Context: an optimization exercise on an open-source flow, tuned for small area and a short achievable clock period. The choices shown serve that exercise and are no tape-out recipe.
At most, simulation tests tie the RTL to the original design; equivalence was not proved.
Only the layout flow was run in run 2; the RTL was not checked for function there.
Power is estimated from default activity; no workload was simulated.

`flow/run.sh`:
```
#!/bin/bash
# Standard ORFS layout with three changes: the ports are buffered with buf_1 (instead of the
# delay buffer buffer_ports picks by default); timing repair aims for a setup slack of
# 10.6 ns, so that it sizes the critical paths for a shorter period than the clock's; and
# that repair only resizes cells and swaps pins (no new buffers).
set -euo pipefail
export BUFFER_PORTS_ARGS="-buffer_cell sky130_fd_sc_hd__buf_1"
export SETUP_SLACK_MARGIN=10.6
export SETUP_MOVE_SEQUENCE=unbuffer,sizeup,swap
bash standard.sh > standard.log 2>&1
```
`standard.sh`:
```
#!/bin/bash
# synth_recipe.tcl (not shown) runs the flow's synth.tcl, then flattens the netlist and writes it again
# the make line also repeats each setting of config.mk as NAME=value (left out here)
make -C /OpenROAD-flow-scripts/flow DESIGN_CONFIG=/design/flow/config.mk WORK_HOME=/design/flow/orfs CLKGATE_MAP_FILE= SYNTH_SCRIPT=/design/flow/synth_recipe.tcl "${@:-finish}"
```
`config.mk`:
```
export PLATFORM = sky130hd
export DESIGN_NAME = Nbit_ALU_Register
export DESIGN_NICKNAME = Nbit_ALU_Register
export VERILOG_FILES = /design/flow/design.v
export SDC_FILE = /design/flow/constraint.sdc
export NUM_CORES = 4
export LEC_CHECK = 0
export CAP_MARGIN = 20
export CORE_MARGIN = 2
export CORE_UTILIZATION = 60
export CTS_BUF_LIST = sky130_fd_sc_hd__clkbuf_4
export GPL_TIMING_DRIVEN = 0
export SLEW_MARGIN = 20
export SYNTH_HIERARCHICAL = 1
export SYNTH_MINIMUM_KEEP_SIZE = 0
```
`constraint.sdc`:
```
create_clock -name core_clock -period 15.5 [get_ports {clk}]
set_input_delay 3.1000 -clock core_clock [delete_from_list [all_inputs] [get_ports {clk}]]
set_output_delay 3.1000 -clock core_clock [all_outputs]
set_load 0.01 [all_outputs]
```
`design.v`:
```
`timescale 1ns / 1ps
module g_inv    (input a, output y);                  assign y = ~a;                             endmodule
module g_buf    (input a, output y);                  assign y = a;                              endmodule
module g_nand2  (input a, b, output y);               assign y = ~(a & b);                       endmodule
module g_nor2   (input a, b, output y);               assign y = ~(a | b);                       endmodule
module g_and2   (input a, b, output y);               assign y = a & b;                          endmodule
module g_or2    (input a, b, output y);               assign y = a | b;                          endmodule
module g_nand2b (input an, b, output y);              assign y = ~(~an & b);                     endmodule
module g_a21oi  (input a1, a2, b1, output y);         assign y = ~((a1 & a2) | b1);              endmodule
module g_o21ai  (input a1, a2, b1, output y);         assign y = ~((a1 | a2) & b1);              endmodule
module g_a21o   (input a1, a2, b1, output y);         assign y = (a1 & a2) | b1;                 endmodule
module g_o21a   (input a1, a2, b1, output y);         assign y = (a1 | a2) & b1;                 endmodule
module g_o22ai  (input a1, a2, b1, b2, output y);     assign y = ~((a1 | a2) & (b1 | b2));       endmodule
module g_xor2   (input a, b, output y);               assign y = a ^ b;                          endmodule
module g_xnor2  (input a, b, output y);               assign y = ~(a ^ b);                       endmodule
module g_mux2i  (input a0, a1, s, output y);          assign y = ~(s ? a1 : a0);                 endmodule
module g_nand3  (input a, b, c, output y);            assign y = ~(a & b & c);                   endmodule
module g_a31oi  (input a1, a2, a3, b1, output y);     assign y = ~((a1 & a2 & a3) | b1);         endmodule
module g_a32oi  (input a1, a2, a3, b1, b2, output y); assign y = ~((a1 & a2 & a3) | (b1 & b2));   endmodule
`timescale 1ns / 1ps
module Nbit_ALU(r1, r2, r3, ALUop);
parameter n = 32;
input  [n-1:0] r2, r3;
input  [2:0]   ALUop;
output [n-1:0] r1;
wire o02n;
g_nor2 u_o02n (.a(ALUop[0]), .b(ALUop[2]), .y(o02n));
wire t0n_d;
g_mux2i u_t0n_d (.a0(ALUop[0]), .a1(ALUop[1]), .s(ALUop[2]), .y(t0n_d));
wire t0n_0;
g_buf u_t0n_0 (.a(t0n_d), .y(t0n_0));
wire t0n_1;
g_buf u_t0n_1 (.a(t0n_d), .y(t0n_1));
wire t1n_d;
g_xor2 u_t1n_d (.a(ALUop[1]), .b(o02n), .y(t1n_d));
wire t1n_0;
g_buf u_t1n_0 (.a(t1n_d), .y(t1n_0));
wire t1n_1;
g_buf u_t1n_1 (.a(t1n_d), .y(t1n_1));
wire esn_d;
g_o21a u_esn_d (.a1(ALUop[1]), .a2(ALUop[0]), .b1(ALUop[2]), .y(esn_d));
wire esn_0;
g_buf u_esn_0 (.a(esn_d), .y(esn_0));
wire esn_1;
g_buf u_esn_1 (.a(esn_d), .y(esn_1));
wire ecn_d;
g_nand2b u_ecn_d (.an(ALUop[1]), .b(ALUop[2]), .y(ecn_d));
wire ecn_0;
g_buf u_ecn_0 (.a(ecn_d), .y(ecn_0));
wire ecn_1;
g_buf u_ecn_1 (.a(ecn_d), .y(ecn_1));
wire enn_d;
g_nand2b u_enn_d (.an(ALUop[2]), .b(ALUop[1]), .y(enn_d));
wire enn_0;
g_buf u_enn_0 (.a(enn_d), .y(enn_0));
wire enn_1;
g_buf u_enn_1 (.a(enn_d), .y(enn_1));
wire en_d;
g_inv u_en_d (.a(enn_0), .y(en_d));
wire en_0;
g_buf u_en_0 (.a(en_d), .y(en_0));
wire en_1;
g_buf u_en_1 (.a(en_d), .y(en_1));
wire op01n;
g_nand2 u_op01n (.a(ALUop[0]), .b(ALUop[1]), .y(op01n));
wire sub;
g_nor2 u_sub (.a(ALUop[2]), .b(op01n), .y(sub));
wire op12n;
g_nand2 u_op12n (.a(ALUop[1]), .b(ALUop[2]), .y(op12n));
wire slt;
g_nor2 u_slt (.a(ALUop[0]), .b(op12n), .y(slt));
wire bb0;
g_mux2i u_bb0 (.a0(t0n_0), .a1(t1n_0), .s(r3[0]), .y(bb0));
wire gn0;
g_nand2 u_gn0 (.a(r2[0]), .b(bb0), .y(gn0));
wire tn0;
g_nor2 u_tn0 (.a(r2[0]), .b(bb0), .y(tn0));
wire pn0;
g_nand2b u_pn0 (.an(tn0), .b(gn0), .y(pn0));
wire y0;
g_o22ai u_y0 (.a1(gn0), .a2(ecn_0), .b1(pn0), .b2(esn_0), .y(y0));
wire bb1;
g_mux2i u_bb1 (.a0(t0n_0), .a1(t1n_0), .s(r3[1]), .y(bb1));
wire gn1;
g_nand2 u_gn1 (.a(r2[1]), .b(bb1), .y(gn1));
wire tn1;
g_nor2 u_tn1 (.a(r2[1]), .b(bb1), .y(tn1));
wire pn1;
g_nand2b u_pn1 (.an(tn1), .b(gn1), .y(pn1));
wire y1;
g_o22ai u_y1 (.a1(gn1), .a2(ecn_0), .b1(pn1), .b2(esn_0), .y(y1));
wire bb2;
g_mux2i u_bb2 (.a0(t0n_0), .a1(t1n_0), .s(r3[2]), .y(bb2));
wire gn2;
g_nand2 u_gn2 (.a(r2[2]), .b(bb2), .y(gn2));
wire tn2;
g_nor2 u_tn2 (.a(r2[2]), .b(bb2), .y(tn2));
wire pn2;
g_nand2b u_pn2 (.an(tn2), .b(gn2), .y(pn2));
wire y2;
g_o22ai u_y2 (.a1(gn2), .a2(ecn_0), .b1(pn2), .b2(esn_0), .y(y2));
wire bb3;
g_mux2i u_bb3 (.a0(t0n_0), .a1(t1n_0), .s(r3[3]), .y(bb3));
wire gn3;
g_nand2 u_gn3 (.a(r2[3]), .b(bb3), .y(gn3));
wire tn3;
g_nor2 u_tn3 (.a(r2[3]), .b(bb3), .y(tn3));
wire pn3;
g_nand2b u_pn3 (.an(tn3), .b(gn3), .y(pn3));
wire y3;
g_o22ai u_y3 (.a1(gn3), .a2(ecn_0), .b1(pn3), .b2(esn_0), .y(y3));
wire bb4;
g_mux2i u_bb4 (.a0(t0n_0), .a1(t1n_0), .s(r3[4]), .y(bb4));
wire gn4;
g_nand2 u_gn4 (.a(r2[4]), .b(bb4), .y(gn4));
wire tn4;
g_nor2 u_tn4 (.a(r2[4]), .b(bb4), .y(tn4));
wire pn4;
g_nand2b u_pn4 (.an(tn4), .b(gn4), .y(pn4));
wire y4;
g_o22ai u_y4 (.a1(gn4), .a2(ecn_0), .b1(pn4), .b2(esn_0), .y(y4));
wire bb5;
g_mux2i u_bb5 (.a0(t0n_0), .a1(t1n_0), .s(r3[5]), .y(bb5));
wire gn5;
g_nand2 u_gn5 (.a(r2[5]), .b(bb5), .y(gn5));
wire tn5;
g_nor2 u_tn5 (.a(r2[5]), .b(bb5), .y(tn5));
wire pn5;
g_nand2b u_pn5 (.an(tn5), .b(gn5), .y(pn5));
wire y5;
g_o22ai u_y5 (.a1(gn5), .a2(ecn_0), .b1(pn5), .b2(esn_0), .y(y5));
wire bb6;
g_mux2i u_bb6 (.a0(t0n_0), .a1(t1n_0), .s(r3[6]), .y(bb6));
wire gn6;
g_nand2 u_gn6 (.a(r2[6]), .b(bb6), .y(gn6));
wire tn6;
g_nor2 u_tn6 (.a(r2[6]), .b(bb6), .y(tn6));
wire pn6;
g_nand2b u_pn6 (.an(tn6), .b(gn6), .y(pn6));
wire y6;
g_o22ai u_y6 (.a1(gn6), .a2(ecn_0), .b1(pn6), .b2(esn_0), .y(y6));
wire bb7;
g_mux2i u_bb7 (.a0(t0n_0), .a1(t1n_0), .s(r3[7]), .y(bb7));
wire gn7;
g_nand2 u_gn7 (.a(r2[7]), .b(bb7), .y(gn7));
wire tn7;
g_nor2 u_tn7 (.a(r2[7]), .b(bb7), .y(tn7));
wire pn7;
g_nand2b u_pn7 (.an(tn7), .b(gn7), .y(pn7));
wire y7;
g_o22ai u_y7 (.a1(gn7), .a2(ecn_0), .b1(pn7), .b2(esn_0), .y(y7));
wire bb8;
g_mux2i u_bb8 (.a0(t0n_0), .a1(t1n_0), .s(r3[8]), .y(bb8));
wire gn8;
g_nand2 u_gn8 (.a(r2[8]), .b(bb8), .y(gn8));
wire tn8;
g_nor2 u_tn8 (.a(r2[8]), .b(bb8), .y(tn8));
wire pn8;
g_nand2b u_pn8 (.an(tn8), .b(gn8), .y(pn8));
wire y8;
g_o22ai u_y8 (.a1(gn8), .a2(ecn_0), .b1(pn8), .b2(esn_0), .y(y8));
wire bb9;
g_mux2i u_bb9 (.a0(t0n_0), .a1(t1n_0), .s(r3[9]), .y(bb9));
wire gn9;
g_nand2 u_gn9 (.a(r2[9]), .b(bb9), .y(gn9));
wire tn9;
g_nor2 u_tn9 (.a(r2[9]), .b(bb9), .y(tn9));
wire pn9;
g_nand2b u_pn9 (.an(tn9), .b(gn9), .y(pn9));
wire y9;
g_o22ai u_y9 (.a1(gn9), .a2(ecn_0), .b1(pn9), .b2(esn_0), .y(y9));
wire bb10;
g_mux2i u_bb10 (.a0(t0n_0), .a1(t1n_0), .s(r3[10]), .y(bb10));
wire gn10;
g_nand2 u_gn10 (.a(r2[10]), .b(bb10), .y(gn10));
wire tn10;
g_nor2 u_tn10 (.a(r2[10]), .b(bb10), .y(tn10));
wire pn10;
g_nand2b u_pn10 (.an(tn10), .b(gn10), .y(pn10));
wire y10;
g_o22ai u_y10 (.a1(gn10), .a2(ecn_0), .b1(pn10), .b2(esn_0), .y(y10));
wire bb11;
g_mux2i u_bb11 (.a0(t0n_0), .a1(t1n_0), .s(r3[11]), .y(bb11));
wire gn11;
g_nand2 u_gn11 (.a(r2[11]), .b(bb11), .y(gn11));
wire tn11;
g_nor2 u_tn11 (.a(r2[11]), .b(bb11), .y(tn11));
wire pn11;
g_nand2b u_pn11 (.an(tn11), .b(gn11), .y(pn11));
wire y11;
g_o22ai u_y11 (.a1(gn11), .a2(ecn_0), .b1(pn11), .b2(esn_0), .y(y11));
wire bb12;
g_mux2i u_bb12 (.a0(t0n_0), .a1(t1n_0), .s(r3[12]), .y(bb12));
wire gn12;
g_nand2 u_gn12 (.a(r2[12]), .b(bb12), .y(gn12));
wire tn12;
g_nor2 u_tn12 (.a(r2[12]), .b(bb12), .y(tn12));
wire pn12;
g_nand2b u_pn12 (.an(tn12), .b(gn12), .y(pn12));
wire y12;
g_o22ai u_y12 (.a1(gn12), .a2(ecn_0), .b1(pn12), .b2(esn_0), .y(y12));
wire bb13;
g_mux2i u_bb13 (.a0(t0n_0), .a1(t1n_0), .s(r3[13]), .y(bb13));
wire gn13;
g_nand2 u_gn13 (.a(r2[13]), .b(bb13), .y(gn13));
wire tn13;
g_nor2 u_tn13 (.a(r2[13]), .b(bb13), .y(tn13));
wire pn13;
g_nand2b u_pn13 (.an(tn13), .b(gn13), .y(pn13));
wire y13;
g_o22ai u_y13 (.a1(gn13), .a2(ecn_0), .b1(pn13), .b2(esn_0), .y(y13));
wire bb14;
g_mux2i u_bb14 (.a0(t0n_0), .a1(t1n_0), .s(r3[14]), .y(bb14));
wire gn14;
g_nand2 u_gn14 (.a(r2[14]), .b(bb14), .y(gn14));
wire tn14;
g_nor2 u_tn14 (.a(r2[14]), .b(bb14), .y(tn14));
wire pn14;
g_nand2b u_pn14 (.an(tn14), .b(gn14), .y(pn14));
wire y14;
g_o22ai u_y14 (.a1(gn14), .a2(ecn_0), .b1(pn14), .b2(esn_0), .y(y14));
wire bb15;
g_mux2i u_bb15 (.a0(t0n_0), .a1(t1n_0), .s(r3[15]), .y(bb15));
wire gn15;
g_nand2 u_gn15 (.a(r2[15]), .b(bb15), .y(gn15));
wire tn15;
g_nor2 u_tn15 (.a(r2[15]), .b(bb15), .y(tn15));
wire pn15;
g_nand2b u_pn15 (.an(tn15), .b(gn15), .y(pn15));
wire y15;
g_o22ai u_y15 (.a1(gn15), .a2(ecn_0), .b1(pn15), .b2(esn_0), .y(y15));
wire bb16;
g_mux2i u_bb16 (.a0(t0n_1), .a1(t1n_1), .s(r3[16]), .y(bb16));
wire gn16;
g_nand2 u_gn16 (.a(r2[16]), .b(bb16), .y(gn16));
wire tn16;
g_nor2 u_tn16 (.a(r2[16]), .b(bb16), .y(tn16));
wire pn16;
g_nand2b u_pn16 (.an(tn16), .b(gn16), .y(pn16));
wire y16;
g_o22ai u_y16 (.a1(gn16), .a2(ecn_1), .b1(pn16), .b2(esn_1), .y(y16));
wire bb17;
g_mux2i u_bb17 (.a0(t0n_1), .a1(t1n_1), .s(r3[17]), .y(bb17));
wire gn17;
g_nand2 u_gn17 (.a(r2[17]), .b(bb17), .y(gn17));
wire tn17;
g_nor2 u_tn17 (.a(r2[17]), .b(bb17), .y(tn17));
wire pn17;
g_nand2b u_pn17 (.an(tn17), .b(gn17), .y(pn17));
wire y17;
g_o22ai u_y17 (.a1(gn17), .a2(ecn_1), .b1(pn17), .b2(esn_1), .y(y17));
wire bb18;
g_mux2i u_bb18 (.a0(t0n_1), .a1(t1n_1), .s(r3[18]), .y(bb18));
wire gn18;
g_nand2 u_gn18 (.a(r2[18]), .b(bb18), .y(gn18));
wire tn18;
g_nor2 u_tn18 (.a(r2[18]), .b(bb18), .y(tn18));
wire pn18;
g_nand2b u_pn18 (.an(tn18), .b(gn18), .y(pn18));
wire y18;
g_o22ai u_y18 (.a1(gn18), .a2(ecn_1), .b1(pn18), .b2(esn_1), .y(y18));
wire bb19;
g_mux2i u_bb19 (.a0(t0n_1), .a1(t1n_1), .s(r3[19]), .y(bb19));
wire gn19;
g_nand2 u_gn19 (.a(r2[19]), .b(bb19), .y(gn19));
wire tn19;
g_nor2 u_tn19 (.a(r2[19]), .b(bb19), .y(tn19));
wire pn19;
g_nand2b u_pn19 (.an(tn19), .b(gn19), .y(pn19));
wire y19;
g_o22ai u_y19 (.a1(gn19), .a2(ecn_1), .b1(pn19), .b2(esn_1), .y(y19));
wire bb20;
g_mux2i u_bb20 (.a0(t0n_1), .a1(t1n_1), .s(r3[20]), .y(bb20));
wire gn20;
g_nand2 u_gn20 (.a(r2[20]), .b(bb20), .y(gn20));
wire tn20;
g_nor2 u_tn20 (.a(r2[20]), .b(bb20), .y(tn20));
wire pn20;
g_nand2b u_pn20 (.an(tn20), .b(gn20), .y(pn20));
wire y20;
g_o22ai u_y20 (.a1(gn20), .a2(ecn_1), .b1(pn20), .b2(esn_1), .y(y20));
wire bb21;
g_mux2i u_bb21 (.a0(t0n_1), .a1(t1n_1), .s(r3[21]), .y(bb21));
wire gn21;
g_nand2 u_gn21 (.a(r2[21]), .b(bb21), .y(gn21));
wire tn21;
g_nor2 u_tn21 (.a(r2[21]), .b(bb21), .y(tn21));
wire pn21;
g_nand2b u_pn21 (.an(tn21), .b(gn21), .y(pn21));
wire y21;
g_o22ai u_y21 (.a1(gn21), .a2(ecn_1), .b1(pn21), .b2(esn_1), .y(y21));
wire bb22;
g_mux2i u_bb22 (.a0(t0n_1), .a1(t1n_1), .s(r3[22]), .y(bb22));
wire gn22;
g_nand2 u_gn22 (.a(r2[22]), .b(bb22), .y(gn22));
wire tn22;
g_nor2 u_tn22 (.a(r2[22]), .b(bb22), .y(tn22));
wire pn22;
g_nand2b u_pn22 (.an(tn22), .b(gn22), .y(pn22));
wire y22;
g_o22ai u_y22 (.a1(gn22), .a2(ecn_1), .b1(pn22), .b2(esn_1), .y(y22));
wire bb23;
g_mux2i u_bb23 (.a0(t0n_1), .a1(t1n_1), .s(r3[23]), .y(bb23));
wire gn23;
g_nand2 u_gn23 (.a(r2[23]), .b(bb23), .y(gn23));
wire tn23;
g_nor2 u_tn23 (.a(r2[23]), .b(bb23), .y(tn23));
wire pn23;
g_nand2b u_pn23 (.an(tn23), .b(gn23), .y(pn23));
wire y23;
g_o22ai u_y23 (.a1(gn23), .a2(ecn_1), .b1(pn23), .b2(esn_1), .y(y23));
wire bb24;
g_mux2i u_bb24 (.a0(t0n_1), .a1(t1n_1), .s(r3[24]), .y(bb24));
wire gn24;
g_nand2 u_gn24 (.a(r2[24]), .b(bb24), .y(gn24));
wire tn24;
g_nor2 u_tn24 (.a(r2[24]), .b(bb24), .y(tn24));
wire pn24;
g_nand2b u_pn24 (.an(tn24), .b(gn24), .y(pn24));
wire y24;
g_o22ai u_y24 (.a1(gn24), .a2(ecn_1), .b1(pn24), .b2(esn_1), .y(y24));
wire bb25;
g_mux2i u_bb25 (.a0(t0n_1), .a1(t1n_1), .s(r3[25]), .y(bb25));
wire gn25;
g_nand2 u_gn25 (.a(r2[25]), .b(bb25), .y(gn25));
wire tn25;
g_nor2 u_tn25 (.a(r2[25]), .b(bb25), .y(tn25));
wire pn25;
g_nand2b u_pn25 (.an(tn25), .b(gn25), .y(pn25));
wire y25;
g_o22ai u_y25 (.a1(gn25), .a2(ecn_1), .b1(pn25), .b2(esn_1), .y(y25));
wire bb26;
g_mux2i u_bb26 (.a0(t0n_1), .a1(t1n_1), .s(r3[26]), .y(bb26));
wire gn26;
g_nand2 u_gn26 (.a(r2[26]), .b(bb26), .y(gn26));
wire tn26;
g_nor2 u_tn26 (.a(r2[26]), .b(bb26), .y(tn26));
wire pn26;
g_nand2b u_pn26 (.an(tn26), .b(gn26), .y(pn26));
wire y26;
g_o22ai u_y26 (.a1(gn26), .a2(ecn_1), .b1(pn26), .b2(esn_1), .y(y26));
wire bb27;
g_mux2i u_bb27 (.a0(t0n_1), .a1(t1n_1), .s(r3[27]), .y(bb27));
wire gn27;
g_nand2 u_gn27 (.a(r2[27]), .b(bb27), .y(gn27));
wire tn27;
g_nor2 u_tn27 (.a(r2[27]), .b(bb27), .y(tn27));
wire pn27;
g_nand2b u_pn27 (.an(tn27), .b(gn27), .y(pn27));
wire y27;
g_o22ai u_y27 (.a1(gn27), .a2(ecn_1), .b1(pn27), .b2(esn_1), .y(y27));
wire bb28;
g_mux2i u_bb28 (.a0(t0n_1), .a1(t1n_1), .s(r3[28]), .y(bb28));
wire gn28;
g_nand2 u_gn28 (.a(r2[28]), .b(bb28), .y(gn28));
wire tn28;
g_nor2 u_tn28 (.a(r2[28]), .b(bb28), .y(tn28));
wire pn28;
g_nand2b u_pn28 (.an(tn28), .b(gn28), .y(pn28));
wire y28;
g_o22ai u_y28 (.a1(gn28), .a2(ecn_1), .b1(pn28), .b2(esn_1), .y(y28));
wire bb29;
g_mux2i u_bb29 (.a0(t0n_1), .a1(t1n_1), .s(r3[29]), .y(bb29));
wire gn29;
g_nand2 u_gn29 (.a(r2[29]), .b(bb29), .y(gn29));
wire tn29;
g_nor2 u_tn29 (.a(r2[29]), .b(bb29), .y(tn29));
wire pn29;
g_nand2b u_pn29 (.an(tn29), .b(gn29), .y(pn29));
wire y29;
g_o22ai u_y29 (.a1(gn29), .a2(ecn_1), .b1(pn29), .b2(esn_1), .y(y29));
wire bb30;
g_mux2i u_bb30 (.a0(t0n_1), .a1(t1n_1), .s(r3[30]), .y(bb30));
wire gn30;
g_nand2 u_gn30 (.a(r2[30]), .b(bb30), .y(gn30));
wire tn30;
g_nor2 u_tn30 (.a(r2[30]), .b(bb30), .y(tn30));
wire pn30;
g_nand2b u_pn30 (.an(tn30), .b(gn30), .y(pn30));
wire y30;
g_o22ai u_y30 (.a1(gn30), .a2(ecn_1), .b1(pn30), .b2(esn_1), .y(y30));
wire bb31;
g_mux2i u_bb31 (.a0(t0n_1), .a1(t1n_1), .s(r3[31]), .y(bb31));
wire gn31;
g_nand2 u_gn31 (.a(r2[31]), .b(bb31), .y(gn31));
wire tn31;
g_nor2 u_tn31 (.a(r2[31]), .b(bb31), .y(tn31));
wire pn31;
g_nand2b u_pn31 (.an(tn31), .b(gn31), .y(pn31));
wire y31;
g_o22ai u_y31 (.a1(gn31), .a2(ecn_1), .b1(pn31), .b2(esn_1), .y(y31));
wire t0p;
g_inv u_t0p (.a(t0n_d), .y(t0p));
wire G0n;
g_mux2i u_G0n (.a0(t0p), .a1(r2[0]), .s(r3[0]), .y(G0n));
wire G1_1;
g_o21ai u_G1_1 (.a1(tn1), .a2(G0n), .b1(gn1), .y(G1_1));
wire G1_3;
g_o21ai u_G1_3 (.a1(tn3), .a2(gn2), .b1(gn3), .y(G1_3));
wire T1_3;
g_nor2 u_T1_3 (.a(tn3), .b(tn2), .y(T1_3));
wire G1_5;
g_o21ai u_G1_5 (.a1(tn5), .a2(gn4), .b1(gn5), .y(G1_5));
wire T1_5;
g_nor2 u_T1_5 (.a(tn5), .b(tn4), .y(T1_5));
wire G1_7;
g_o21ai u_G1_7 (.a1(tn7), .a2(gn6), .b1(gn7), .y(G1_7));
wire T1_7;
g_nor2 u_T1_7 (.a(tn7), .b(tn6), .y(T1_7));
wire G1_9;
g_o21ai u_G1_9 (.a1(tn9), .a2(gn8), .b1(gn9), .y(G1_9));
wire T1_9;
g_nor2 u_T1_9 (.a(tn9), .b(tn8), .y(T1_9));
wire G1_11;
g_o21ai u_G1_11 (.a1(tn11), .a2(gn10), .b1(gn11), .y(G1_11));
wire T1_11;
g_nor2 u_T1_11 (.a(tn11), .b(tn10), .y(T1_11));
wire G1_13;
g_o21ai u_G1_13 (.a1(tn13), .a2(gn12), .b1(gn13), .y(G1_13));
wire T1_13;
g_nor2 u_T1_13 (.a(tn13), .b(tn12), .y(T1_13));
wire G1_15;
g_o21ai u_G1_15 (.a1(tn15), .a2(gn14), .b1(gn15), .y(G1_15));
wire T1_15;
g_nor2 u_T1_15 (.a(tn15), .b(tn14), .y(T1_15));
wire G1_17;
g_o21ai u_G1_17 (.a1(tn17), .a2(gn16), .b1(gn17), .y(G1_17));
wire T1_17;
g_nor2 u_T1_17 (.a(tn17), .b(tn16), .y(T1_17));
wire G1_19;
g_o21ai u_G1_19 (.a1(tn19), .a2(gn18), .b1(gn19), .y(G1_19));
wire T1_19;
g_nor2 u_T1_19 (.a(tn19), .b(tn18), .y(T1_19));
wire G1_21;
g_o21ai u_G1_21 (.a1(tn21), .a2(gn20), .b1(gn21), .y(G1_21));
wire T1_21;
g_nor2 u_T1_21 (.a(tn21), .b(tn20), .y(T1_21));
wire G1_23;
g_o21ai u_G1_23 (.a1(tn23), .a2(gn22), .b1(gn23), .y(G1_23));
wire T1_23;
g_nor2 u_T1_23 (.a(tn23), .b(tn22), .y(T1_23));
wire G1_25;
g_o21ai u_G1_25 (.a1(tn25), .a2(gn24), .b1(gn25), .y(G1_25));
wire T1_25;
g_nor2 u_T1_25 (.a(tn25), .b(tn24), .y(T1_25));
wire G1_27;
g_o21ai u_G1_27 (.a1(tn27), .a2(gn26), .b1(gn27), .y(G1_27));
wire T1_27;
g_nor2 u_T1_27 (.a(tn27), .b(tn26), .y(T1_27));
wire G1_29;
g_o21ai u_G1_29 (.a1(tn29), .a2(gn28), .b1(gn29), .y(G1_29));
wire T1_29;
g_nor2 u_T1_29 (.a(tn29), .b(tn28), .y(T1_29));
wire G2_3;
g_a21oi u_G2_3 (.a1(T1_3), .a2(G1_1), .b1(G1_3), .y(G2_3));
wire G2_7;
g_a21oi u_G2_7 (.a1(T1_7), .a2(G1_5), .b1(G1_7), .y(G2_7));
wire T2_7;
g_nand2 u_T2_7 (.a(T1_7), .b(T1_5), .y(T2_7));
wire G2_11;
g_a21oi u_G2_11 (.a1(T1_11), .a2(G1_9), .b1(G1_11), .y(G2_11));
wire T2_11;
g_nand2 u_T2_11 (.a(T1_11), .b(T1_9), .y(T2_11));
wire G2_15;
g_a21oi u_G2_15 (.a1(T1_15), .a2(G1_13), .b1(G1_15), .y(G2_15));
wire T2_15;
g_nand2 u_T2_15 (.a(T1_15), .b(T1_13), .y(T2_15));
wire G2_19;
g_a21oi u_G2_19 (.a1(T1_19), .a2(G1_17), .b1(G1_19), .y(G2_19));
wire T2_19;
g_nand2 u_T2_19 (.a(T1_19), .b(T1_17), .y(T2_19));
wire G2_23;
g_a21oi u_G2_23 (.a1(T1_23), .a2(G1_21), .b1(G1_23), .y(G2_23));
wire T2_23;
g_nand2 u_T2_23 (.a(T1_23), .b(T1_21), .y(T2_23));
wire G2_27;
g_a21oi u_G2_27 (.a1(T1_27), .a2(G1_25), .b1(G1_27), .y(G2_27));
wire T2_27;
g_nand2 u_T2_27 (.a(T1_27), .b(T1_25), .y(T2_27));
wire n_G1_5;
g_inv u_n_G1_5 (.a(G1_5), .y(n_G1_5));
wire n_T1_5;
g_inv u_n_T1_5 (.a(T1_5), .y(n_T1_5));
wire G3_5;
g_o21ai u_G3_5 (.a1(n_T1_5), .a2(G2_3), .b1(n_G1_5), .y(G3_5));
wire G3_7;
g_o21ai u_G3_7 (.a1(T2_7), .a2(G2_3), .b1(G2_7), .y(G3_7));
wire n_G1_13;
g_inv u_n_G1_13 (.a(G1_13), .y(n_G1_13));
wire n_T1_13;
g_inv u_n_T1_13 (.a(T1_13), .y(n_T1_13));
wire G3_13;
g_o21ai u_G3_13 (.a1(n_T1_13), .a2(G2_11), .b1(n_G1_13), .y(G3_13));
wire T3_13;
g_nor2 u_T3_13 (.a(n_T1_13), .b(T2_11), .y(T3_13));
wire G3_15;
g_o21ai u_G3_15 (.a1(T2_15), .a2(G2_11), .b1(G2_15), .y(G3_15));
wire T3_15;
g_nor2 u_T3_15 (.a(T2_15), .b(T2_11), .y(T3_15));
wire n_G1_21;
g_inv u_n_G1_21 (.a(G1_21), .y(n_G1_21));
wire n_T1_21;
g_inv u_n_T1_21 (.a(T1_21), .y(n_T1_21));
wire G3_21;
g_o21ai u_G3_21 (.a1(n_T1_21), .a2(G2_19), .b1(n_G1_21), .y(G3_21));
wire T3_21;
g_nor2 u_T3_21 (.a(n_T1_21), .b(T2_19), .y(T3_21));
wire G3_23;
g_o21ai u_G3_23 (.a1(T2_23), .a2(G2_19), .b1(G2_23), .y(G3_23));
wire T3_23;
g_nor2 u_T3_23 (.a(T2_23), .b(T2_19), .y(T3_23));
wire n_G1_29;
g_inv u_n_G1_29 (.a(G1_29), .y(n_G1_29));
wire n_T1_29;
g_inv u_n_T1_29 (.a(T1_29), .y(n_T1_29));
wire G3_29;
g_o21ai u_G3_29 (.a1(n_T1_29), .a2(G2_27), .b1(n_G1_29), .y(G3_29));
wire T3_29;
g_nor2 u_T3_29 (.a(n_T1_29), .b(T2_27), .y(T3_29));
wire G4_9;
g_a21oi u_G4_9 (.a1(T1_9), .a2(G3_7), .b1(G1_9), .y(G4_9));
wire n_G2_11;
g_inv u_n_G2_11 (.a(G2_11), .y(n_G2_11));
wire n_T2_11;
g_inv u_n_T2_11 (.a(T2_11), .y(n_T2_11));
wire G4_11;
g_a21oi u_G4_11 (.a1(n_T2_11), .a2(G3_7), .b1(n_G2_11), .y(G4_11));
wire G4_13;
g_a21oi u_G4_13 (.a1(T3_13), .a2(G3_7), .b1(G3_13), .y(G4_13));
wire G4_15;
g_a21oi u_G4_15 (.a1(T3_15), .a2(G3_7), .b1(G3_15), .y(G4_15));
wire G4_25;
g_a21oi u_G4_25 (.a1(T1_25), .a2(G3_23), .b1(G1_25), .y(G4_25));
wire T4_25;
g_nand2 u_T4_25 (.a(T1_25), .b(T3_23), .y(T4_25));
wire n_G2_27;
g_inv u_n_G2_27 (.a(G2_27), .y(n_G2_27));
wire n_T2_27;
g_inv u_n_T2_27 (.a(T2_27), .y(n_T2_27));
wire G4_27;
g_a21oi u_G4_27 (.a1(n_T2_27), .a2(G3_23), .b1(n_G2_27), .y(G4_27));
wire T4_27;
g_nand2 u_T4_27 (.a(n_T2_27), .b(T3_23), .y(T4_27));
wire G4_29;
g_a21oi u_G4_29 (.a1(T3_29), .a2(G3_23), .b1(G3_29), .y(G4_29));
wire T4_29;
g_nand2 u_T4_29 (.a(T3_29), .b(T3_23), .y(T4_29));
wire n_G1_17;
g_inv u_n_G1_17 (.a(G1_17), .y(n_G1_17));
wire n_T1_17;
g_inv u_n_T1_17 (.a(T1_17), .y(n_T1_17));
wire G5_17;
g_o21ai u_G5_17 (.a1(n_T1_17), .a2(G4_15), .b1(n_G1_17), .y(G5_17));
wire G5_19;
g_o21ai u_G5_19 (.a1(T2_19), .a2(G4_15), .b1(G2_19), .y(G5_19));
wire n_G3_21;
g_inv u_n_G3_21 (.a(G3_21), .y(n_G3_21));
wire n_T3_21;
g_inv u_n_T3_21 (.a(T3_21), .y(n_T3_21));
wire G5_21;
g_o21ai u_G5_21 (.a1(n_T3_21), .a2(G4_15), .b1(n_G3_21), .y(G5_21));
wire n_G3_23;
g_inv u_n_G3_23 (.a(G3_23), .y(n_G3_23));
wire n_T3_23;
g_inv u_n_T3_23 (.a(T3_23), .y(n_T3_23));
wire G5_23;
g_o21ai u_G5_23 (.a1(n_T3_23), .a2(G4_15), .b1(n_G3_23), .y(G5_23));
wire G5_25;
g_o21ai u_G5_25 (.a1(T4_25), .a2(G4_15), .b1(G4_25), .y(G5_25));
wire G5_27;
g_o21ai u_G5_27 (.a1(T4_27), .a2(G4_15), .b1(G4_27), .y(G5_27));
wire G5_29;
g_o21ai u_G5_29 (.a1(T4_29), .a2(G4_15), .b1(G4_29), .y(G5_29));
wire n_gn2;
g_inv u_n_gn2 (.a(gn2), .y(n_gn2));
wire n_tn2;
g_inv u_n_tn2 (.a(tn2), .y(n_tn2));
wire kn3;
g_a32oi u_kn3 (.a1(n_tn2), .a2(G1_1), .a3(en_0), .b1(n_gn2), .b2(en_0), .y(kn3));
wire G6_4;
g_o21ai u_G6_4 (.a1(tn4), .a2(G2_3), .b1(gn4), .y(G6_4));
wire n_gn6;
g_inv u_n_gn6 (.a(gn6), .y(n_gn6));
wire n_tn6;
g_inv u_n_tn6 (.a(tn6), .y(n_tn6));
wire kn7;
g_a32oi u_kn7 (.a1(n_tn6), .a2(G3_5), .a3(en_0), .b1(n_gn6), .b2(en_0), .y(kn7));
wire n_gn8;
g_inv u_n_gn8 (.a(gn8), .y(n_gn8));
wire n_tn8;
g_inv u_n_tn8 (.a(tn8), .y(n_tn8));
wire kn9;
g_a32oi u_kn9 (.a1(n_tn8), .a2(G3_7), .a3(en_0), .b1(n_gn8), .b2(en_0), .y(kn9));
wire G6_10;
g_o21ai u_G6_10 (.a1(tn10), .a2(G4_9), .b1(gn10), .y(G6_10));
wire G6_12;
g_o21ai u_G6_12 (.a1(tn12), .a2(G4_11), .b1(gn12), .y(G6_12));
wire G6_14;
g_o21ai u_G6_14 (.a1(tn14), .a2(G4_13), .b1(gn14), .y(G6_14));
wire G6_16;
g_o21ai u_G6_16 (.a1(tn16), .a2(G4_15), .b1(gn16), .y(G6_16));
wire n_gn18;
g_inv u_n_gn18 (.a(gn18), .y(n_gn18));
wire n_tn18;
g_inv u_n_tn18 (.a(tn18), .y(n_tn18));
wire kn19;
g_a32oi u_kn19 (.a1(n_tn18), .a2(G5_17), .a3(en_1), .b1(n_gn18), .b2(en_1), .y(kn19));
wire n_gn20;
g_inv u_n_gn20 (.a(gn20), .y(n_gn20));
wire n_tn20;
g_inv u_n_tn20 (.a(tn20), .y(n_tn20));
wire kn21;
g_a32oi u_kn21 (.a1(n_tn20), .a2(G5_19), .a3(en_1), .b1(n_gn20), .b2(en_1), .y(kn21));
wire n_gn22;
g_inv u_n_gn22 (.a(gn22), .y(n_gn22));
wire n_tn22;
g_inv u_n_tn22 (.a(tn22), .y(n_tn22));
wire kn23;
g_a32oi u_kn23 (.a1(n_tn22), .a2(G5_21), .a3(en_1), .b1(n_gn22), .b2(en_1), .y(kn23));
wire n_gn24;
g_inv u_n_gn24 (.a(gn24), .y(n_gn24));
wire n_tn24;
g_inv u_n_tn24 (.a(tn24), .y(n_tn24));
wire kn25;
g_a32oi u_kn25 (.a1(n_tn24), .a2(G5_23), .a3(en_1), .b1(n_gn24), .b2(en_1), .y(kn25));
wire n_gn26;
g_inv u_n_gn26 (.a(gn26), .y(n_gn26));
wire n_tn26;
g_inv u_n_tn26 (.a(tn26), .y(n_tn26));
wire kn27;
g_a32oi u_kn27 (.a1(n_tn26), .a2(G5_25), .a3(en_1), .b1(n_gn26), .b2(en_1), .y(kn27));
wire n_gn28;
g_inv u_n_gn28 (.a(gn28), .y(n_gn28));
wire n_tn28;
g_inv u_n_tn28 (.a(tn28), .y(n_tn28));
wire kn29;
g_a32oi u_kn29 (.a1(n_tn28), .a2(G5_27), .a3(en_1), .b1(n_gn28), .b2(en_1), .y(kn29));
wire n_gn30;
g_inv u_n_gn30 (.a(gn30), .y(n_gn30));
wire n_tn30;
g_inv u_n_tn30 (.a(tn30), .y(n_tn30));
wire G6_30;
g_a21oi u_G6_30 (.a1(n_tn30), .a2(G5_29), .b1(n_gn30), .y(G6_30));
wire k1;
g_nor2 u_k1 (.a(G0n), .b(enn_0), .y(k1));
g_xor2 u_r1 (.a(y1), .b(k1), .y(r1[1]));
wire kn2;
g_nand2 u_kn2 (.a(G1_1), .b(en_0), .y(kn2));
g_xnor2 u_r2 (.a(y2), .b(kn2), .y(r1[2]));
g_xnor2 u_r3 (.a(y3), .b(kn3), .y(r1[3]));
wire k4;
g_nor2 u_k4 (.a(G2_3), .b(enn_0), .y(k4));
g_xor2 u_r4 (.a(y4), .b(k4), .y(r1[4]));
wire kn5;
g_nand2 u_kn5 (.a(G6_4), .b(en_0), .y(kn5));
g_xnor2 u_r5 (.a(y5), .b(kn5), .y(r1[5]));
wire kn6;
g_nand2 u_kn6 (.a(G3_5), .b(en_0), .y(kn6));
g_xnor2 u_r6 (.a(y6), .b(kn6), .y(r1[6]));
g_xnor2 u_r7 (.a(y7), .b(kn7), .y(r1[7]));
wire kn8;
g_nand2 u_kn8 (.a(G3_7), .b(en_0), .y(kn8));
g_xnor2 u_r8 (.a(y8), .b(kn8), .y(r1[8]));
g_xnor2 u_r9 (.a(y9), .b(kn9), .y(r1[9]));
wire k10;
g_nor2 u_k10 (.a(G4_9), .b(enn_0), .y(k10));
g_xor2 u_r10 (.a(y10), .b(k10), .y(r1[10]));
wire kn11;
g_nand2 u_kn11 (.a(G6_10), .b(en_0), .y(kn11));
g_xnor2 u_r11 (.a(y11), .b(kn11), .y(r1[11]));
wire k12;
g_nor2 u_k12 (.a(G4_11), .b(enn_0), .y(k12));
g_xor2 u_r12 (.a(y12), .b(k12), .y(r1[12]));
wire kn13;
g_nand2 u_kn13 (.a(G6_12), .b(en_0), .y(kn13));
g_xnor2 u_r13 (.a(y13), .b(kn13), .y(r1[13]));
wire k14;
g_nor2 u_k14 (.a(G4_13), .b(enn_0), .y(k14));
g_xor2 u_r14 (.a(y14), .b(k14), .y(r1[14]));
wire kn15;
g_nand2 u_kn15 (.a(G6_14), .b(en_0), .y(kn15));
g_xnor2 u_r15 (.a(y15), .b(kn15), .y(r1[15]));
wire k16;
g_nor2 u_k16 (.a(G4_15), .b(enn_1), .y(k16));
g_xor2 u_r16 (.a(y16), .b(k16), .y(r1[16]));
wire kn17;
g_nand2 u_kn17 (.a(G6_16), .b(en_1), .y(kn17));
g_xnor2 u_r17 (.a(y17), .b(kn17), .y(r1[17]));
wire kn18;
g_nand2 u_kn18 (.a(G5_17), .b(en_1), .y(kn18));
g_xnor2 u_r18 (.a(y18), .b(kn18), .y(r1[18]));
g_xnor2 u_r19 (.a(y19), .b(kn19), .y(r1[19]));
wire kn20;
g_nand2 u_kn20 (.a(G5_19), .b(en_1), .y(kn20));
g_xnor2 u_r20 (.a(y20), .b(kn20), .y(r1[20]));
g_xnor2 u_r21 (.a(y21), .b(kn21), .y(r1[21]));
wire kn22;
g_nand2 u_kn22 (.a(G5_21), .b(en_1), .y(kn22));
g_xnor2 u_r22 (.a(y22), .b(kn22), .y(r1[22]));
g_xnor2 u_r23 (.a(y23), .b(kn23), .y(r1[23]));
wire kn24;
g_nand2 u_kn24 (.a(G5_23), .b(en_1), .y(kn24));
g_xnor2 u_r24 (.a(y24), .b(kn24), .y(r1[24]));
g_xnor2 u_r25 (.a(y25), .b(kn25), .y(r1[25]));
wire kn26;
g_nand2 u_kn26 (.a(G5_25), .b(en_1), .y(kn26));
g_xnor2 u_r26 (.a(y26), .b(kn26), .y(r1[26]));
g_xnor2 u_r27 (.a(y27), .b(kn27), .y(r1[27]));
wire kn28;
g_nand2 u_kn28 (.a(G5_27), .b(en_1), .y(kn28));
g_xnor2 u_r28 (.a(y28), .b(kn28), .y(r1[28]));
g_xnor2 u_r29 (.a(y29), .b(kn29), .y(r1[29]));
wire kn30;
g_nand2 u_kn30 (.a(G5_29), .b(en_1), .y(kn30));
g_xnor2 u_r30 (.a(y30), .b(kn30), .y(r1[30]));
wire k31;
g_nor2 u_k31 (.a(G6_30), .b(enn_1), .y(k31));
g_xor2 u_r31 (.a(y31), .b(k31), .y(r1[31]));
wire x31n;
g_xnor2 u_x31n (.a(pn31), .b(G6_30), .y(x31n));
wire z0n;
g_xnor2 u_z0n (.a(y0), .b(sub), .y(z0n));
g_mux2i u_r0 (.a0(z0n), .a1(x31n), .s(slt), .y(r1[0]));
endmodule
`timescale 1ns / 1ps
module dff(q, d, clk);
input		d, clk;       
output reg	q;            
always @(posedge clk)
q<=d;
endmodule
`timescale 1ns / 1ps
module Nbit_Register(outo, ino, clk);
parameter n = 32;
input [n-1:0] ino;
output [n-1:0] outo;
input clk;
genvar i;
generate
for (i = 0; i < n; i = i + 1) begin: registerblk
dff Dflipflop(.q(outo[i]) , .d(ino[i]), .clk(clk) );
end
endgenerate
endmodule
`timescale 1ns / 1ps
module Nbit_ALU_Register (r2, r3, ALUop, r0, clk);
parameter n = 32;
input[n-1:0] r2, r3;
input[2:0] ALUop;
input clk;
output [n-1:0] r0;
wire[n-1:0] r1;
Nbit_ALU #(n) alu1 (.r1(r1), .r2(r2), .r3(r3), .ALUop(ALUop) );
Nbit_Register #(n) reg1 (.outo(r0), .ino(r1), .clk(clk) );
endmodule
```
==> results of run 1 <==
==> Yosys stat by module, one instance, submodules excluded, excerpt <==
module | copies in the design | cells
g_nand2 | 58 | 1
g_o21ai | 34 | 1
g_xor2 | 8 | 1
g_nand2b | 34 | 1
g_buf | 12 | 1
dff | 32 | 1
g_o22ai | 32 | 1
g_mux2i | 35 | 1
==> worst max-delay path: cells and delay by family <==
kind	cells	cell delay, ns
buf+inv	2	0.30
compound gates	6	1.09
mux	2	0.18
xor+xnor	2	0.35
simple gates	2	0.28
==> kinds of logic after synthesis <==
kind of cell | after synthesis | synth area share
and+or+nand+nor | 153 | 0.237
muxes | 35 | 0.126
xor gates and xnor gates | 34 | 0.107
DFF | 32 | 0.231
buffers and inverters | 52 | 0.0865
AOI/OAI and AO/OA | 91 | 0.212
==> per-stage QoR <==
stage / instances / power (W) / utilization / setup slack [ns]
2_1_floorplan: 397 / 0.000210 / - / 10.46
3_3_place_gp: 548 / 0.000244 / 0.736 / 9.82
3_5_place_dp: 548 / 0.000246 / 0.736 / 9.76
4_1_cts: 555 / 0.000295 / 0.761 / 10.45
5_1_grt: 555 / 0.000325 / 0.794 / 10.31
6_report: 555 / 0.000303 / 0.794 / 10.42
==> routing by layer <==
metal,up-vias,share of wire
met4,0,0.012
li1,1544,-
met3,11,0.059
met1,1308,0.45
met2,105,0.48
met5,-,0
==> placed cells by master, fill, tap and decap left out, drive strengths merged <==
cell type / netlist / final
xor2: 8 / 8
inv: 40 / 40
nand2b: 34 / 34
nand2: 58 / 58
xnor2: 26 / 26
o21ai: 34 / 34
dfxtp: 32 / 32
a32oi: 9 / 9
clkinv: 0 / 2
o21a: 1 / 1
buf: 12 / 111
o22ai: 32 / 32
nor2: 61 / 61
clkbuf: 0 / 5
a21oi: 15 / 15
mux2i: 35 / 35
==> power by group <==
part	total (W)	internal, W	switching (W)	leakage (nW)
sequential	0.000105	0.000101	0.00000470	0.270
clock	0.0000456	0.0000158	0.0000298	0.0261
combinational	0.000152	0.0000620	0.0000903	1.21
total	0.000303	0.000179	0.000125	1.51
==> repair_timing <==
| item | CTS | global route |
|---|---|---|
| pin swaps | 11 | 18 |
| resized for setup | 18 | 35 |
| gates cloned | 0 | 0 |
| setup endpoints to repair | 24 | 20 |
| setup buffers | 0 | 0 |
==> cell type report <==
class,count,share of cell area
clock inverters,2,0.00214
repair buffers,99,0.114
well taps,52,0.0186
clock buffers,5,0.0107
inverters,40,0.0429
flip-flops and latches,32,0.183
plain buffers,12,0.0336
multi-input cells,313,0.595
==> worst paths after layout <==
kind / startpoint / to
max: ALUop[0] / reg1.registerblk[0].Dflipflop.q$_DFF_P_
min: ALUop[0] / reg1.registerblk[0].Dflipflop.q$_DFF_P_
==> impl_metrics.json, run 1 <==
{
  "num_vias": 2968,
  "post_dp_cell_area_mm2": 0.00325,
  "cellPowerDensity_mw_per_mm2": 86.6,
  "global_route.usage.met3": 0.0528,
  "antennaDiodeCount": 0,
  "synth_top_area_share": 0.231,
  "leakage_nw": 1.51,
  "slew_headroom": 0.786,
  "die_area_mm2": 0.00519,
  "wl_um": 6830,
  "yosysUniqueCellTypes": 14,
  "gr-usage-all-layers": 0.264,
  "cp_slowest_cell": "a21oi_4",
  "synthTopCellsByArea": "dfxtp_1 (23%), mux2i_1 (13%), nor2_1 (8.2%)",
  "yosys_warnings": 7,
  "synthFlopType": "dfxtp_1",
  "yosys-top-cells-count": "nor2_1 (61), nand2_1 (58), inv_1 (40), mux2i_1 (35)",
  "startpoint_type": "input port",
  "ant_nets": 0,
  "setup_viol": 0,
  "rsz0062_at_grt": "yes",
  "cts_max_path_buffers": 2,
  "clock.fmax_mhz": 197,
  "area_growth_pct": 26.2,
  "required_ns": 15.73,
  "cts_max_level": 2,
  "critical_path_class": "input port to flop",
  "nets": 571,
  "hold_depth": 3,
  "firstDrtPassIters": 4,
  "hold_path.class": "input port to flop",
  "stdcell_area_mm2": 0.00350,
  "cp-end-kind": "flop",
  "post_drt_wl_per_cell_um": 12.3,
  "cts_tree": "built",
  "drt_iter0_markers": 135,
  "multi_input_area_mm2": 0.00209,
  "slew_viol_final": 0,
  "die_h_um": 72.0,
  "drive_above_1_share": 0.131,
  "routed_via_density": 5.35,
  "min_period_ns": 5.08,
  "clock_sinks": 32,
  "fill_cells": 313,
  "place_hpwl_um": 4830,
  "crit_fanout": 16,
  "worst_pin_slew_ns": 0.320,
  "arrival_ns": 5.31,
  "antenna_found_initial": 0,
  "clkSlewWorstSetupHoldPaths_ns": 0.10,
  "yosysMostFrequentCell": "nor2_1",
  "design.core.area_mm2": 0.00441,
  "largest_register_ffs": 32,
  "cts-buffers-inserted": 5,
  "status": "finished clean",
  "synth-async-reset-ratio": 0,
  "hold_buffers": 0,
  "gr-usage-met2": 0.463,
  "grt-busiest-layer": "met2",
  "hold_viol_final": 0,
  "tns_ns": 0,
  "grt_overflow": 0,
  "reg.largest.list": "reg1.registerblk.Dflipflop.q: 32 flops",
  "cp_cell_sequence": "buf_12 > nor2_4 > xor2_4 > buf_12 > mux2i_4 > nor2_2 > o21ai_2 > a21oi_4 > o21ai_4 > a21oi_4 > o21ai_2 > a21oi_2 > xnor2_1 > mux2i_1",
  "io_buffer_count": 99,
  "start_util": 0.629,
  "fin_crit_sh": 0.328,
  "crit_path_max_incr_delay_ns": 0.33,
  "grt_pass1_vias": 2737,
  "gp_congestion": 0.812,
  "synth-edff-count": 0,
  "ir_drop_v": 0.0000514,
  "placementRows": 24,
  "grt_pass1_wl_um": 11200,
  "grt_max_degree": 21,
  "root_buffer": "clkbuf_4",
  "yosys.area.top_type": "dfxtp_1",
  "netlist_area_mm2": 0.00278,
  "final-seq-area_um2": 641,
  "synth-seq-cells": 32,
  "drc": 0,
  "grt_util_met1": 0.323,
  "netlist_instances": 397,
  "io_pins": 100,
  "regMostFlops": "reg1.registerblk.Dflipflop.q",
  "hold_slack_ns": 3.05,
  "synth.avg_cell_area_um2": 6.99,
  "drv_cap": 0,
  "seq_area_frac_synth": 0.231,
  "syn_nets": 465,
  "die_w_um": 72.0
}
==> run 2, diff against run 1 <==
--- a/design.v
+++ b/design.v
@@ -25,36 +25,26 @@
 output [n-1:0] r1;
 wire o02n;
 g_nor2 u_o02n (.a(ALUop[0]), .b(ALUop[2]), .y(o02n));
-wire t0n_d;
-g_mux2i u_t0n_d (.a0(ALUop[0]), .a1(ALUop[1]), .s(ALUop[2]), .y(t0n_d));
 wire t0n_0;
-g_buf u_t0n_0 (.a(t0n_d), .y(t0n_0));
+g_mux2i u_t0n_0 (.a0(ALUop[0]), .a1(ALUop[1]), .s(ALUop[2]), .y(t0n_0));
 wire t0n_1;
-g_buf u_t0n_1 (.a(t0n_d), .y(t0n_1));
-wire t1n_d;
-g_xor2 u_t1n_d (.a(ALUop[1]), .b(o02n), .y(t1n_d));
+g_mux2i u_t0n_1 (.a0(ALUop[0]), .a1(ALUop[1]), .s(ALUop[2]), .y(t0n_1));
 wire t1n_0;
-g_buf u_t1n_0 (.a(t1n_d), .y(t1n_0));
+g_xor2 u_t1n_0 (.a(ALUop[1]), .b(o02n), .y(t1n_0));
 wire t1n_1;
-g_buf u_t1n_1 (.a(t1n_d), .y(t1n_1));
-wire esn_d;
-g_o21a u_esn_d (.a1(ALUop[1]), .a2(ALUop[0]), .b1(ALUop[2]), .y(esn_d));
+g_xor2 u_t1n_1 (.a(ALUop[1]), .b(o02n), .y(t1n_1));
 wire esn_0;
-g_buf u_esn_0 (.a(esn_d), .y(esn_0));
+g_o21a u_esn_0 (.a1(ALUop[1]), .a2(ALUop[0]), .b1(ALUop[2]), .y(esn_0));
 wire esn_1;
-g_buf u_esn_1 (.a(esn_d), .y(esn_1));
-wire ecn_d;
-g_nand2b u_ecn_d (.an(ALUop[1]), .b(ALUop[2]), .y(ecn_d));
+g_o21a u_esn_1 (.a1(ALUop[1]), .a2(ALUop[0]), .b1(ALUop[2]), .y(esn_1));
 wire ecn_0;
-g_buf u_ecn_0 (.a(ecn_d), .y(ecn_0));
+g_nand2b u_ecn_0 (.an(ALUop[1]), .b(ALUop[2]), .y(ecn_0));
 wire ecn_1;
-g_buf u_ecn_1 (.a(ecn_d), .y(ecn_1));
-wire enn_d;
-g_nand2b u_enn_d (.an(ALUop[2]), .b(ALUop[1]), .y(enn_d));
+g_nand2b u_ecn_1 (.an(ALUop[1]), .b(ALUop[2]), .y(ecn_1));
 wire enn_0;
-g_buf u_enn_0 (.a(enn_d), .y(enn_0));
+g_nand2b u_enn_0 (.an(ALUop[2]), .b(ALUop[1]), .y(enn_0));
 wire enn_1;
-g_buf u_enn_1 (.a(enn_d), .y(enn_1));
+g_nand2b u_enn_1 (.an(ALUop[2]), .b(ALUop[1]), .y(enn_1));
 wire en_d;
 g_inv u_en_d (.a(enn_0), .y(en_d));
 wire en_0;
@@ -390,7 +380,7 @@
 wire y31;
 g_o22ai u_y31 (.a1(gn31), .a2(ecn_1), .b1(pn31), .b2(esn_1), .y(y31));
 wire t0p;
-g_inv u_t0p (.a(t0n_d), .y(t0p));
+g_inv u_t0p (.a(t0n_0), .y(t0p));
 wire G0n;
 g_mux2i u_G0n (.a0(t0p), .a1(r2[0]), .s(r3[0]), .y(G0n));
 wire G1_1;
==> flow/run.sh (replaced) <==
#!/bin/bash
# Standard ORFS layout with two changes: the ports are buffered with buf_1 (instead of the
# delay buffer buffer_ports picks by default), and timing repair aims for a setup slack of
# 10.1 ns, so that it sizes the critical paths for a shorter period than the clock's.
set -euo pipefail
export BUFFER_PORTS_ARGS="-buffer_cell sky130_fd_sc_hd__buf_1"
export SETUP_SLACK_MARGIN=10.1
bash standard.sh > standard.log 2>&1
==> run 2 against run 1 <==
Net effect: sequential share of layout area down 0.085 points; largest power group unchanged; area after synthesis down 1.3%; fmax down 3.6%.
==> impl_metrics.json, run 2 <==
{
  "status": "finished clean",
  "required_ns": 15.72,
  "gr-usage-all-layers": 0.283,
  "netlist_instances": 392,
  "antenna_found_initial": 0,
  "hold-path-endpoint": "reg1.registerblk[27].Dflipflop.q$_DFF_P_",
  "cp_slowest_cell": "a21oi_4",
  "yosys-top-cells-count": "nor2_1 (61), nand2_1 (58), inv_1 (40), mux2i_1 (36), nand2b_1 (36)",
  "die_h_um": 71.6,
  "synthTopCellsByArea": "dfxtp_1 (23%), mux2i_1 (13%), nor2_1 (8.4%)",
  "grt_pass1_vias": 2748,
  "crit_buf_inv": 3,
  "hold_path.class": "input port to flop",
  "routed_via_density": 5.43,
  "wl_um": 7350,
  "grt_pass1_wl_um": 11900,
  "synth.avg_cell_area_um2": 6.99,
  "synth_top_area_share": 0.234,
  "hold_buffers": 0,
  "synth-edff-count": 0,
  "cts_max_level": 2,
  "cp-end-kind": "flop",
  "firstDrtPassIters": 5,
  "crit_path_max_incr_delay_ns": 0.28,
  "seq_area_frac_synth": 0.234,
  "num_vias": 3103,
  "drive_above_1_share": 0.108,
  "gp_congestion": 0.841,
  "drt_iter0_markers": 191,
  "reg.largest.list": "reg1.registerblk.Dflipflop.q: 32 flops",
  "yosysUniqueCellTypes": 14,
  "dp_cells": 543,
  "slew_headroom": 0.546,
  "largest_register_ffs": 32,
  "drv_cap": 0,
  "min_period_ns": 5.27,
  "die_w_um": 71.6,
  "cp_top_family": "compound AO/OA/AOI/OAI gates",
  "ant_nets": 0,
  "synthFlopType": "dfxtp_1",
  "worst_pin_slew_ns": 0.681,
  "slew_viol_final": 0,
  "grt_max_degree": 21,
  "synth-seq-cells": 32,
  "critical_path_class": "input port to flop",
  "clkSlewWorstSetupHoldPaths_ns": 0.11,
  "grt_overflow": 0,
  "crit_fanout": 11,
  "io_buffer_count": 99,
  "setup_viol": 0,
  "clock_sinks": 32,
  "hold_viol_final": 0,
  "tns_ns": 0,
  "cellPowerDensity_mw_per_mm2": 87.5,
  "startpoint_type": "input port",
  "ir_drop_v": 0.0000598,
  "antennaDiodeCount": 0,
  "clock.fmax_mhz": 190,
  "yosys_warnings": 7,
  "io_pins": 100,
  "cts_tree": "built",
  "yosysMostFrequentCell": "nor2_1",
  "layout_common_cells": "buf_1 (96), nor2_1 (58), nand2_1 (58), inv_1 (40), nand2b_1 (36)",
  "rsz0062_at_grt": "yes",
  "synth-async-reset-ratio": 0,
  "netlist_area_mm2": 0.00274,
  "cp_cell_sequence": "clkbuf_4 > nor2_4 > xor2_4 > buf_4 > buf_4 > mux2i_1 > nand2_1 > o21ai_1 > a21oi_2 > o21ai_4 > a21oi_4 > o21ai_2 > a21oi_2 > xnor2_1 > mux2i_1",
  "stdcell_count": 571,
  "area_growth_pct": 28.4,
  "root_buffer": "clkbuf_4",
  "placementRows": 24,
  "yosys.area.top_type": "dfxtp_1",
  "nets": 586,
  "cts-buffers-inserted": 5,
  "place_hpwl_um": 4960,
  "regMostFlops": "reg1.registerblk.Dflipflop.q",
  "cts_max_path_buffers": 2,
  "post_drt_wl_per_cell_um": 12.9,
  "drc": 0,
  "syn_nets": 460,
  "arrival_ns": 5.49,
  "design.core.area_mm2": 0.00438,
  "final_common_cell": "buf_1",
  "hold_depth": 4,
  "die_area_mm2": 0.00512,
  "start_util": 0.625,
  "leakage_nw": 1.58,
  "hold_start": "r2[27]",
  "fin_crit_sh": 0.340
}
## run 2: report_power, final
group          internal (W)  total (W)  switching, W
clock             0.0000167  0.0000483     0.0000317
combinational     0.0000636   0.000154     0.0000907
sequential         0.000101   0.000105    0.00000470
total              0.000181   0.000308      0.000127
## run 2: repair_timing
item,in CTS,in global routing
resized for setup,9,4
setup endpoints to repair,23,13
setup buffers,6,14
pin swaps,0,7
## run 2: cell type report
type / count / area [µm²]
Multi-Input combinational cell: 318 / 2030
Fill cell: 350 / 865
Sequential cell: 32 / 641
Timing Repair Buffer: 119 / 566
Inverter: 40 / 150
Tap cell: 52 / 65.1
Clock buffer: 5 / 37.5
Buffer: 2 / 15.0
Clock inverter: 3 / 13.8
## run 2: tightest hold or removal path: cells and delay by family
family	cells	cell delay [ns]
buffers and inverters	1	0.08
AO/OA/AOI/OAI	1	0.09
XOR/XNOR	1	0.12
AND/OR/NAND/NOR	1	0.10
## run 2: layer usage
layer | track usage | share of wire | vias up
met1 | 0.378 | 0.46 | 1397
met3 | 0.0422 | 0.066 | 8
met5 | 0 | 0 | -
met2 | 0.477 | 0.47 | 114
met4 | 0.0755 | 0.0095 | 0
li1 | - | - | 1584
## run 2: Yosys stat by module, one instance, submodules excluded, a selection
module	flops+latches	cell area (µm²)	cells inside
g_buf	0	7.51	1
g_o22ai	0	6.26	1
dff	1	20.0	1
g_nand2	0	3.75	1
g_xnor2	0	8.76	1
g_nand2b	0	6.26	1
g_a21oi	0	8.76	1
g_a32oi	0	8.76	1
g_inv	0	3.75	1
g_nor2	0	3.75	1
g_o21ai	0	5.00	1
g_o21a	0	7.51	1
g_mux2i	0	10.0	1
g_xor2	0	8.76	1
## run 2: worst max-delay path by stage
stage / startpoint / to / cells past startpoint
5_1_grt: ALUop[2] / reg1.registerblk[0].Dflipflop.q$_DFF_P_ / 16
4_1_cts: ALUop[2] / reg1.registerblk[0].Dflipflop.q$_DFF_P_ / 14
6_report: ALUop[2] / reg1.registerblk[0].Dflipflop.q$_DFF_P_ / 15
2_1_floorplan: ALUop[2] / reg1.registerblk[31].Dflipflop.q$_DFF_P_ / 12
3_3_place_gp: ALUop[2] / reg1.registerblk[0].Dflipflop.q$_DFF_P_ / 12
3_5_place_dp: ALUop[2] / reg1.registerblk[0].Dflipflop.q$_DFF_P_ / 12
## run 2: kinds of logic after synthesis
logic type	after synthesis	share of synthesized area
simple gates	155	0.245
compound gates	92	0.217
buf+inv	42	0.0603
mux	36	0.132
xor+xnor	35	0.112
flops	32	0.234
## run 2: metrics by stage
stage	power [W]	util	hold slack [ns]	worst slack (ns)	cell area (µm²)
global placement	0.000241	0.733	3.49	9.06	3210
CTS	0.000298	0.773	3.16	10.11	3390
global route	0.000328	0.803	3.19	10.08	3520
floorplan	0.000206	-	3.28	10.17	2780
finish	0.000308	0.803	3.17	10.23	3520
detailed placement	0.000245	0.734	3.48	9.03	3220

[afterwards: timing with drivers on the ports]
The flow's constraints put no driver on any port. The routed layouts listed below were extracted and timed again, unchanged, in two steps. Step 1 (the two cells are an assumption about what drives the block):
set clk [get_ports {clk}]
set_driving_cell -lib_cell sky130_fd_sc_hd__clkbuf_16 $clk
set_driving_cell -lib_cell sky130_fd_sc_hd__buf_2 [delete_from_list [all_inputs] $clk]
Step 2 adds t to the input delays and takes it off the output delays; t is the mean of the earliest and latest rising clock arrival at the registers after step 1. Input paths then give back, and output paths get back, about the clock's delay inside the block. Three values: ideal ports, drivers, drivers and shift; two values: the first two.
run	t, ns	slack for setup (ns)	worst hold slack (ns)
run 1	0.358	10.418 / 10.395 / 10.037	3.048 / 3.087 / 3.445
run 2	0.361	10.229 / 10.234 / 9.873	3.170 / 3.164 / 3.521
After both steps setup and hold are still met in every run listed. The setup slack of run 1, which loses most, moves by -0.023 ns with the drivers and by -0.381 ns with both steps.
